This is an optimization exercise on Yosys and OpenROAD, whose aim is small area and a short achievable clock period, not a production implementation.
The RTL was checked by simulation tests, not by an equivalence proof against the original design.

==> inputs of 05-06 <==
==> flow/design.v (excerpt) <==
module systolic_array_os #(
    DATA_WIDTH = 16,
    ACC_WIDTH = 64
    )(
    input logic clk,
    input logic rstn,
    input logic acc_en,
    input logic signed [DATA_WIDTH-1:0] data_0_i,
    input logic signed [DATA_WIDTH-1:0] data_1_i,
    input logic signed [DATA_WIDTH-1:0] data_2_i,
    input logic signed [DATA_WIDTH-1:0] data_3_i,
    input logic signed [DATA_WIDTH-1:0] weight_0_i,
    input logic signed [DATA_WIDTH-1:0] weight_1_i,
    input logic signed [DATA_WIDTH-1:0] weight_2_i,
    input logic signed [DATA_WIDTH-1:0] weight_3_i,
    output logic signed [ACC_WIDTH-1:0] acc_res_pe0_o,
    output logic signed [ACC_WIDTH-1:0] acc_res_pe1_o,
    output logic signed [ACC_WIDTH-1:0] acc_res_pe2_o,
    output logic signed [ACC_WIDTH-1:0] acc_res_pe3_o,
    output logic signed [ACC_WIDTH-1:0] acc_res_pe4_o,
    output logic signed [ACC_WIDTH-1:0] acc_res_pe5_o,
    output logic signed [ACC_WIDTH-1:0] acc_res_pe6_o,
    output logic signed [ACC_WIDTH-1:0] acc_res_pe7_o,
    output logic signed [ACC_WIDTH-1:0] acc_res_pe8_o,
    output logic signed [ACC_WIDTH-1:0] acc_res_pe9_o,
    output logic signed [ACC_WIDTH-1:0] acc_res_pe10_o,
    output logic signed [ACC_WIDTH-1:0] acc_res_pe11_o,
    output logic signed [ACC_WIDTH-1:0] acc_res_pe12_o,
    output logic signed [ACC_WIDTH-1:0] acc_res_pe13_o,
    output logic signed [ACC_WIDTH-1:0] acc_res_pe14_o,
    output logic signed [ACC_WIDTH-1:0] acc_res_pe15_o
    );
clock: 10.0 ns
lec_check: 0
cap_margin: 20
core_margin: 2
core_utilization: 40
cts_cluster_diameter: 120
cts_cluster_size: 24
setup_slack_margin: 4.55
slew_margin: 20
standard.sh (not shown) runs the stock make flow with config.mk's settings and CLKGATE_MAP_FILE= SYNTH_SCRIPT=/design/flow/synth_recipe.tcl, a recipe that flattens the netlist after the stock synthesis.
==> flow/flow/run.sh <==
#!/bin/bash
# Layout flow: the standard flow (standard.sh) with these changes.
#  1. Synthesis maps the RTL's one-bit adder modules (fa_x, ha_x) straight
#     onto the library's full and half adder cells (fa_map.v), before Yosys's
#     "synth" runs, and skips the quick ABC pass inside "synth" (-noabc).
#     The compressor trees then come out exactly as the RTL writes them, and
#     extract_fa only looks for further full adders (-fa): the half adders
#     are all written out, and the ones it would find are parts of other
#     logic that it could only build with inverters around them.
#  3. Every input and output port still gets its own buffer, but a plain
#     buffer cell (BUF_CELL) rather than the delay buffer buffer_ports picks
#     by itself; timing repair resizes them as needed.
# Each tool's output goes to synth.log and layout.log here (and ORFS's own
# logs under orfs/logs).
set -euo pipefail
BUF_CELL=sky130_fd_sc_hd__buf_1
HERE=$PWD
cp flow/abc.script abc.script
cp flow/fa_map.v fa_map.v
{
  echo 'proc synth {args} {'
  echo '  if {[lsearch -exact $args ":fine"] >= 0 && ![info exists ::adders_mapped]} {'
  echo '    set ::adders_mapped 1'
  echo "    yosys techmap -map $HERE/fa_map.v"
  echo '  }'
  echo '  yosys synth -nofsm -noshare -noabc {*}$args'
  echo '}'
  echo 'proc extract_fa {args} { yosys extract_fa -fa {*}$args }'
  echo 'proc abc {args} {'
  echo '  set i [lsearch -exact $args -script]'
  echo "  if {\$i >= 0} { set args [lreplace \$args \$i [expr {\$i+1}] -script $HERE/abc.script] }"
  echo '  yosys abc {*}$args'
  echo '}'
  tail -n +2 synth_recipe.tcl
} > my_synth.tcl
head -1 synth_recipe.tcl | grep -q 'proc synth'
sed "s#SYNTH_SCRIPT=[^ ]*#SYNTH_SCRIPT=$HERE/my_synth.tcl#" standard.sh > my_standard.sh
grep -q 'my_synth.tcl' my_standard.sh
bash my_standard.sh synth > synth.log 2>&1
export BUFFER_PORTS_ARGS="-buffer_cell $BUF_CELL"
bash standard.sh > layout.log 2>&1
==> flow/flow/abc.script <==
strash
dch
map -D 1200
topo
stime -c
buffer -c
upsize -c
dnsize -c
==> flow/flow/fa_map.v <==
// Maps the RTL's one-bit adders (fa_x, ha_x) onto the library's adder cells.
module fa_x (input a, input b, input c, output s, output co);
  sky130_fd_sc_hd__fa_1 _TECHMAP_REPLACE_ (.A(a), .B(b), .CIN(c), .SUM(s), .COUT(co));
endmodule

module ha_x (input a, input b, output s, output co);
  sky130_fd_sc_hd__ha_1 _TECHMAP_REPLACE_ (.A(a), .B(b), .SUM(s), .COUT(co));
endmodule
==> inputs of 03-18, as changes to 05-06 <==
--- a/flow/config.mk
+++ b/flow/config.mk
@@ -9,6 +9,6 @@
 export CORE_MARGIN = 2
-export CORE_UTILIZATION = 40
+export CORE_UTILIZATION = 55
 export CTS_CLUSTER_DIAMETER = 120
 export CTS_CLUSTER_SIZE = 24
-export SETUP_SLACK_MARGIN = 4.55
+export SETUP_SLACK_MARGIN = 4.5
 export SLEW_MARGIN = 20
==> summary of the runs <==
- 03-18 finished with timing, DRC and antenna clean. 05-06 ran to the end with no violations.
- Against 03-18, the wire length of 05-06 is larger by about 8%.
- In 05-06 the clock skew is higher than in 03-18, by 0.018 ns.
- Synthesized cell count is the same in 03-18 and 05-06.
- In register-to-register slack, 03-18 and 05-06 hardly differ.

* * *

==> job 1221 <==
Another version of the RTL of systolic_array_os (not shown whole).
==> flow/design.v (excerpt) <==
module systolic_array_os #(
    DATA_WIDTH = 16,
    ACC_WIDTH = 64
    )(
    input logic clk,
    input logic rstn,
    input logic acc_en,
    input logic signed [DATA_WIDTH-1:0] data_0_i,
    input logic signed [DATA_WIDTH-1:0] data_1_i,
    input logic signed [DATA_WIDTH-1:0] data_2_i,
    input logic signed [DATA_WIDTH-1:0] data_3_i,
    input logic signed [DATA_WIDTH-1:0] weight_0_i,
    input logic signed [DATA_WIDTH-1:0] weight_1_i,
    input logic signed [DATA_WIDTH-1:0] weight_2_i,
    input logic signed [DATA_WIDTH-1:0] weight_3_i,
    output logic signed [ACC_WIDTH-1:0] acc_res_pe0_o,
    output logic signed [ACC_WIDTH-1:0] acc_res_pe1_o,
    output logic signed [ACC_WIDTH-1:0] acc_res_pe2_o,
    output logic signed [ACC_WIDTH-1:0] acc_res_pe3_o,
    output logic signed [ACC_WIDTH-1:0] acc_res_pe4_o,
    output logic signed [ACC_WIDTH-1:0] acc_res_pe5_o,
    output logic signed [ACC_WIDTH-1:0] acc_res_pe6_o,
    output logic signed [ACC_WIDTH-1:0] acc_res_pe7_o,
    output logic signed [ACC_WIDTH-1:0] acc_res_pe8_o,
    output logic signed [ACC_WIDTH-1:0] acc_res_pe9_o,
    output logic signed [ACC_WIDTH-1:0] acc_res_pe10_o,
    output logic signed [ACC_WIDTH-1:0] acc_res_pe11_o,
    output logic signed [ACC_WIDTH-1:0] acc_res_pe12_o,
    output logic signed [ACC_WIDTH-1:0] acc_res_pe13_o,
    output logic signed [ACC_WIDTH-1:0] acc_res_pe14_o,
    output logic signed [ACC_WIDTH-1:0] acc_res_pe15_o
    );
Settings: LEC_CHECK=0, CAP_MARGIN=20, CORE_MARGIN=2, CORE_UTILIZATION=40, SETUP_SLACK_MARGIN=4.0, SLEW_MARGIN=20; clock period 10.0 ns.
==> flow/flow/run.sh <==
#!/bin/bash
# Layout flow: the standard flow (standard.sh) with these changes.
#  1. Synthesis skips the quick ABC pass inside Yosys's "synth" command
#     (synth -noabc). That pass remaps the full adders the RTL spells out gate
#     by gate; without it extract_fa finds them as written.
#  3. Every input and output port still gets its own buffer, but a plain
#     buffer cell (BUF_CELL) rather than the delay buffer buffer_ports picks
#     by itself; timing repair resizes them as needed.
# Each tool's output goes to synth.log and layout.log here (and ORFS's own
# logs under orfs/logs).
set -euo pipefail
BUF_CELL=sky130_fd_sc_hd__buf_1
HERE=$PWD
cp flow/abc.script abc.script
{
  echo 'proc synth {args} { yosys synth -nofsm -noshare -noabc {*}$args }'
  echo 'proc abc {args} {'
  echo '  set i [lsearch -exact $args -script]'
  echo "  if {\$i >= 0} { set args [lreplace \$args \$i [expr {\$i+1}] -script $HERE/abc.script] }"
  echo '  yosys abc {*}$args'
  echo '}'
  tail -n +2 synth_recipe.tcl
} > my_synth.tcl
head -1 synth_recipe.tcl | grep -q 'proc synth'
sed "s#SYNTH_SCRIPT=[^ ]*#SYNTH_SCRIPT=$HERE/my_synth.tcl#" standard.sh > my_standard.sh
grep -q 'my_synth.tcl' my_standard.sh
bash my_standard.sh synth > synth.log 2>&1
export BUFFER_PORTS_ARGS="-buffer_cell $BUF_CELL"
bash standard.sh > layout.log 2>&1
==> flow/flow/abc.script <==
strash
dch
map -D 1500
topo
stime -c
buffer -c
upsize -c
dnsize -c
==> job 6577 (differences from job 1221) <==
Settings changed: SETUP_SLACK_MARGIN 4.0 to 4.5.
==> qor summary <==
quantity                                                                job 6577                job 1221
Outcome                                                 timing/DRC/antenna clean  timing/DRC/antenna clean
Number of diodes                                                              43                      39
Startpoint Class                                                       flip-flop               input pin
Post-cts resize count                                                       1109                     156
Number of post-CTS setup repair buffers                                     1117                     680
Seq. cell area                                                       0.0395 mm^2             0.0395 mm^2
Worst setup path start                                     pe_7.w_o[0]$_DFFE_PP_            data_2_i[15]
Slowest stage cell on the critical path                                 edfxtp_1                clkinv_1
Most Frequent Cell on Critical Path                                         fa_2                    fa_1
Longest individual stage delay on the worst path                         0.66 ns                 0.80 ns
Post-route design area                                                0.206 mm^2              0.194 mm^2
DRT iter0 DRCs                                                             14569                   14026
Source of the worst register-to-register timing path       pe_7.w_o[0]$_DFFE_PP_  pe_4.d_o[15]$_DFFE_PP_
First-pass GRT wire length                                                904 mm                  888 mm
Post-detailed-placement cell area                                     0.176 mm^2              0.176 mm^2
Routed WL per cell                                                       24.7 um                 24.5 um

* * *

==> trial 56 <==
systolic_array_os, a different RTL version from the one above (not shown whole).
export LEC_CHECK = 0
export CAP_MARGIN = 20
export CORE_MARGIN = 2
export CORE_UTILIZATION = 40
export CTS_CLUSTER_DIAMETER = 120
export CTS_CLUSTER_SIZE = 24
export SETUP_SLACK_MARGIN = 4.9
export SLEW_MARGIN = 20
create_clock -name core_clock -period 10.0 [get_ports {clk}]
==> flow/flow/run.sh <==
#!/bin/bash
# Layout flow: the standard flow (standard.sh) with these changes.
#  1. Synthesis maps the RTL's one-bit adder modules (fa_x, ha_x) straight
#     onto the library's full and half adder cells (fa_map.v), before Yosys's
#     "synth" runs, and skips the quick ABC pass inside "synth" (-noabc).
#     The compressor trees then come out exactly as the RTL writes them, and
#     extract_fa only looks for further full adders (-fa): the half adders
#     are all written out, and the ones it would find are parts of other
#     logic that it could only build with inverters around them.
#  3. Every input and output port still gets its own buffer, but a plain
#     buffer cell (BUF_CELL) rather than the delay buffer buffer_ports picks
#     by itself; timing repair resizes them as needed.
# Each tool's output goes to synth.log and layout.log here (and ORFS's own
# logs under orfs/logs).
set -euo pipefail
BUF_CELL=sky130_fd_sc_hd__buf_1
HERE=$PWD
cp flow/abc.script abc.script
cp flow/fa_map.v fa_map.v
{
  echo 'proc synth {args} {'
  echo '  if {[lsearch -exact $args ":fine"] >= 0 && ![info exists ::adders_mapped]} {'
  echo '    set ::adders_mapped 1'
  echo "    yosys techmap -map $HERE/fa_map.v"
  echo '  }'
  echo '  yosys synth -nofsm -noshare -noabc {*}$args'
  echo '}'
  echo 'proc extract_fa {args} { yosys extract_fa -fa {*}$args }'
  echo 'proc abc {args} {'
  echo '  set i [lsearch -exact $args -script]'
  echo "  if {\$i >= 0} { set args [lreplace \$args \$i [expr {\$i+1}] -script $HERE/abc.script] }"
  echo '  yosys abc {*}$args'
  echo '}'
  tail -n +2 synth_recipe.tcl
} > my_synth.tcl
head -1 synth_recipe.tcl | grep -q 'proc synth'
sed "s#SYNTH_SCRIPT=[^ ]*#SYNTH_SCRIPT=$HERE/my_synth.tcl#" standard.sh > my_standard.sh
grep -q 'my_synth.tcl' my_standard.sh
bash my_standard.sh synth > synth.log 2>&1
export BUFFER_PORTS_ARGS="-buffer_cell $BUF_CELL"
bash standard.sh > layout.log 2>&1
Scripts as last shown in full above: flow/flow/abc.script, flow/flow/fa_map.v
==> inputs of trial 57, as changes to trial 56 <==
- CTS_CLUSTER_DIAMETER: 120 -> not set
- CTS_CLUSTER_SIZE: 24 -> not set
- SETUP_SLACK_MARGIN: 4.9 -> 4.3
==> comparison table <==
| metric | trial 56 | trial 57 |
|---|---|---|
| Global routing met1 resource utilization | 34.4% | 33.3% |
| Result of the run | complete, no violations | complete, no violations |
| Layout buffer count excluding clock buffers | 3176 | 2336 |
| Cell count after placement | 22000 | 22000 |
| Total wire length after detailed routing | 599 mm | 569 mm |
| Number of DRC markers in iteration 0 | 13200 | 12400 |
| Signal buffers share of area | 12.6% | 8.37% |
| Post-route cell area | 0.206 sq mm | 0.187 sq mm |
| Detail-routed via count per cell | 5.70 | 5.62 |
| Number of detailed-routing iterations run before antenna repair | 8 | 6 |
| Maximum level of the CTS H-tree | 3 | 4 |
| Routed met2 length | 273 mm | 256 mm |

* * *

==> inputs of 03-23 <==
systolic_array_os with an RTL version that a note above also has.
clock: 10.0 ns
lec_check: 0
cap_margin: 20
core_margin: 2
core_utilization: 30
cts_cluster_diameter: 120
cts_cluster_size: 24
setup_slack_margin: 4.5
slew_margin: 20
==> flow/flow/abc.script <==
strash
dch
map -D 1200
topo
stime -c
buffer -c
upsize -c
dnsize -c
Scripts as last shown in full above: flow/flow/run.sh, flow/flow/fa_map.v
==> 10-10: changes against 03-23 <==
CORE_UTILIZATION = 40   (was 30)
==> 09-28: changes against 03-23 <==
CORE_UTILIZATION = 40   (was 30)
SETUP_SLACK_MARGIN = 4.7   (was 4.5)
TNS_END_PERCENT = 10   (was unset)
==> summary.txt <==
quantity	09-28	03-23	10-10
Total met3 wirelength after detailed routing	50.67 mm	61.05 mm	49.56 mm
First-pass GRT wire length	882.5 mm	911.9 mm	879.8 mm
Maximum fanout along the worst path	6	7	17
Clock edge transition at the registers on the reported setup and hold paths	0.10 ns	0.11 ns	0.11 ns
Setup crit end kind	flop	flop	primary output
Number of cell instances on the worst register-to-register path	17	17	19
Die boundary width	650.1 um	750.1 um	650.1 um
Final Instance Area	189100 um^2	188700 um^2	185600 um^2
Vertical extent of the die	650.1 um	750.1 um	650.1 um
Diodes inserted	38	26	37
Average vias per placed instance	5.674	5.291	5.658
Proportion of cell area spent on the clock network	0.01963	0.02003	0.01989
CP peak stage delay	0.57 ns	0.62 ns	0.44 ns
CP required	10.75 ns	10.80 ns	8.00 ns
Run status	complete, no violations	complete, no violations	complete, no violations
DP Cell Count	22490	24450	22480
Multi-input gate count	12980	12990	12980
Slew @ Worst Pin	1.260 ns	1.140 ns	1.198 ns
Crit path setup slack, layout	4.477 ns	4.358 ns	4.540 ns
Area added between synthesis and finish	13.24%	13.01%	11.15%
Largest net degree at the start of global routing	198	220	151
FF-to-FF Start	pe_14.d_o[11]	pe_14.d_o[13]	pe_7.w_o[10]
DRC violation total after the first TritonRoute iteration	13320	14150	13280

* * *

==> inputs of build 32 <==
RTL: one of the versions met above, not the one the previous note started from.
==> flow/config.mk <==
export PLATFORM = sky130hd
export DESIGN_NAME = systolic_array_os
export DESIGN_NICKNAME = systolic_array_os
export VERILOG_FILES = /design/flow/design.v
export SDC_FILE = /design/flow/constraint.sdc
export NUM_CORES = 8
export LEC_CHECK = 0
export CAP_MARGIN = 20
export CORE_MARGIN = 2
export CORE_UTILIZATION = 40
export CTS_CLUSTER_DIAMETER = 100
export CTS_CLUSTER_SIZE = 30
export SETUP_SLACK_MARGIN = 4.5
export SLEW_MARGIN = 20
==> flow/constraint.sdc <==
create_clock -name core_clock -period 10.0 [get_ports {clk}]
set_input_delay 2.0000 -clock core_clock [delete_from_list [all_inputs] [get_ports {clk}]]
set_output_delay 2.0000 -clock core_clock [all_outputs]
set_load 0.01 [all_outputs]
Scripts as last shown in full above: flow/flow/run.sh, flow/flow/abc.script, flow/flow/fa_map.v
==> trial 90 (differences from build 32) <==
==> flow/flow/abc.script (replaced) <==
strash
dch
map -D 1500
topo
stime -c
buffer -c
upsize -c
dnsize -c
CTS_CLUSTER_DIAMETER = 120   (was 100)
CTS_CLUSTER_SIZE = 24   (was 30)
SETUP_SLACK_MARGIN = 4.0   (was 4.5)
==> notes <==
Between build 32 and trial 90, the lower clock skew is in build 32 (gap 0.026 ns).
In build 32 the first-iteration DRC count is larger than in trial 90, by 6.9%.
Die area: build 32 is higher than trial 90 (0.96%).
In build 32 the non-clock buffer count is higher than in trial 90, by 148.
Between build 32 and trial 90, the lower synthesized cell count is in trial 90 (gap about 1.8%, measured against trial 90).
Between build 32 and trial 90, the lower worst setup slack is in trial 90 (gap 0.35 ns).
Of trial 90 and build 32, build 32 has the higher worst hold slack (gap 0.028 ns).
==> figures <==
| item | build 32 | trial 90 |
|---|---|---|
| Register-to-register setup slack | 4.54 ns | 4.18 ns |
| Syn avg cell area | 9.579 um2 | 9.660 um2 |
| Metal2 WL | 266100 um | 255000 um |
| Met3 Usage GRT | 5.344% | 5.534% |
| Row Count | 237 | 235 |
| Number of inserted diodes | 29 | 33 |
| Run status | timing/DRC/antenna clean | timing/DRC/antenna clean |
| Share of synthesized area occupied by flip-flops and latches | 23.62% | 23.84% |
| Drt first pass iters | 12 | 8 |
| R2r worst-path depth | 18 | 17 |
| Crit path largest cell delay | 0.68 ns | 0.65 ns |
| TritonCTS Buffers | 114 | 100 |
| Hold endpoint | v1$_DFFE_PN0P_ | pe_5.w_o[2]$_DFFE_PP_ |
| Post-layout net count | 20971 | 20482 |
| RR Endpoint | u_mac_13.acc_r[45]$_DFFE_PN0P_ | u_mac_13.acc_r[44]$_DFFE_PN0P_ |
| Worst endpoint data arrival time | 6.26 ns | 3.83 ns |
| Final Cycle Share | 54.86% | 58.34% |

## what the ideal ports hide
In the flow no input, the clock included, has a driving cell. The finished layouts below were timed again as built, in two steps. Step 1: set_driving_cell puts a clkbuf_16 on clk and a buf_2 on each other input, an assumption about the parent block. Step 2 also shifts input and output timing later by t, the mid clock arrival at the registers, as if the neighbouring blocks saw the same clock. a / b / c = no drivers / after step 1 / after step 2; a / b = the first two.
run	t (ns)	setup WS [ns]	worst data-port slew with drivers (ns)
05-06	1.012	4.562 / 4.464 / 3.604	0.16
03-18	1.008	4.547 / 4.460 / 3.638	0.16
job 1221	1.026	4.134 / 4.050 / 3.110	0.24
job 6577	1.066	4.281 / 4.227 / 3.474	0.21
trial 56	1.009	4.375 / 4.259 / 3.905	0.23
trial 57	1.031	4.336 / 4.236 / 3.378	0.40
03-23	1.050	4.358 / 4.358 / 3.562	0.15
10-10	1.022	4.540 / 4.428 / 3.605	0.16
09-28	1.035	4.477 / 4.470 / 3.498	0.17
build 32	1.040	4.514 / 4.482 / 3.519	0.17
trial 90	1.014	4.166 / 4.048 / 3.301	0.34
After both steps every run listed still meets setup and hold. For job 1221, which loses most, drivers alone change the setup slack by -0.084 ns; drivers and shift together by -1.024 ns.
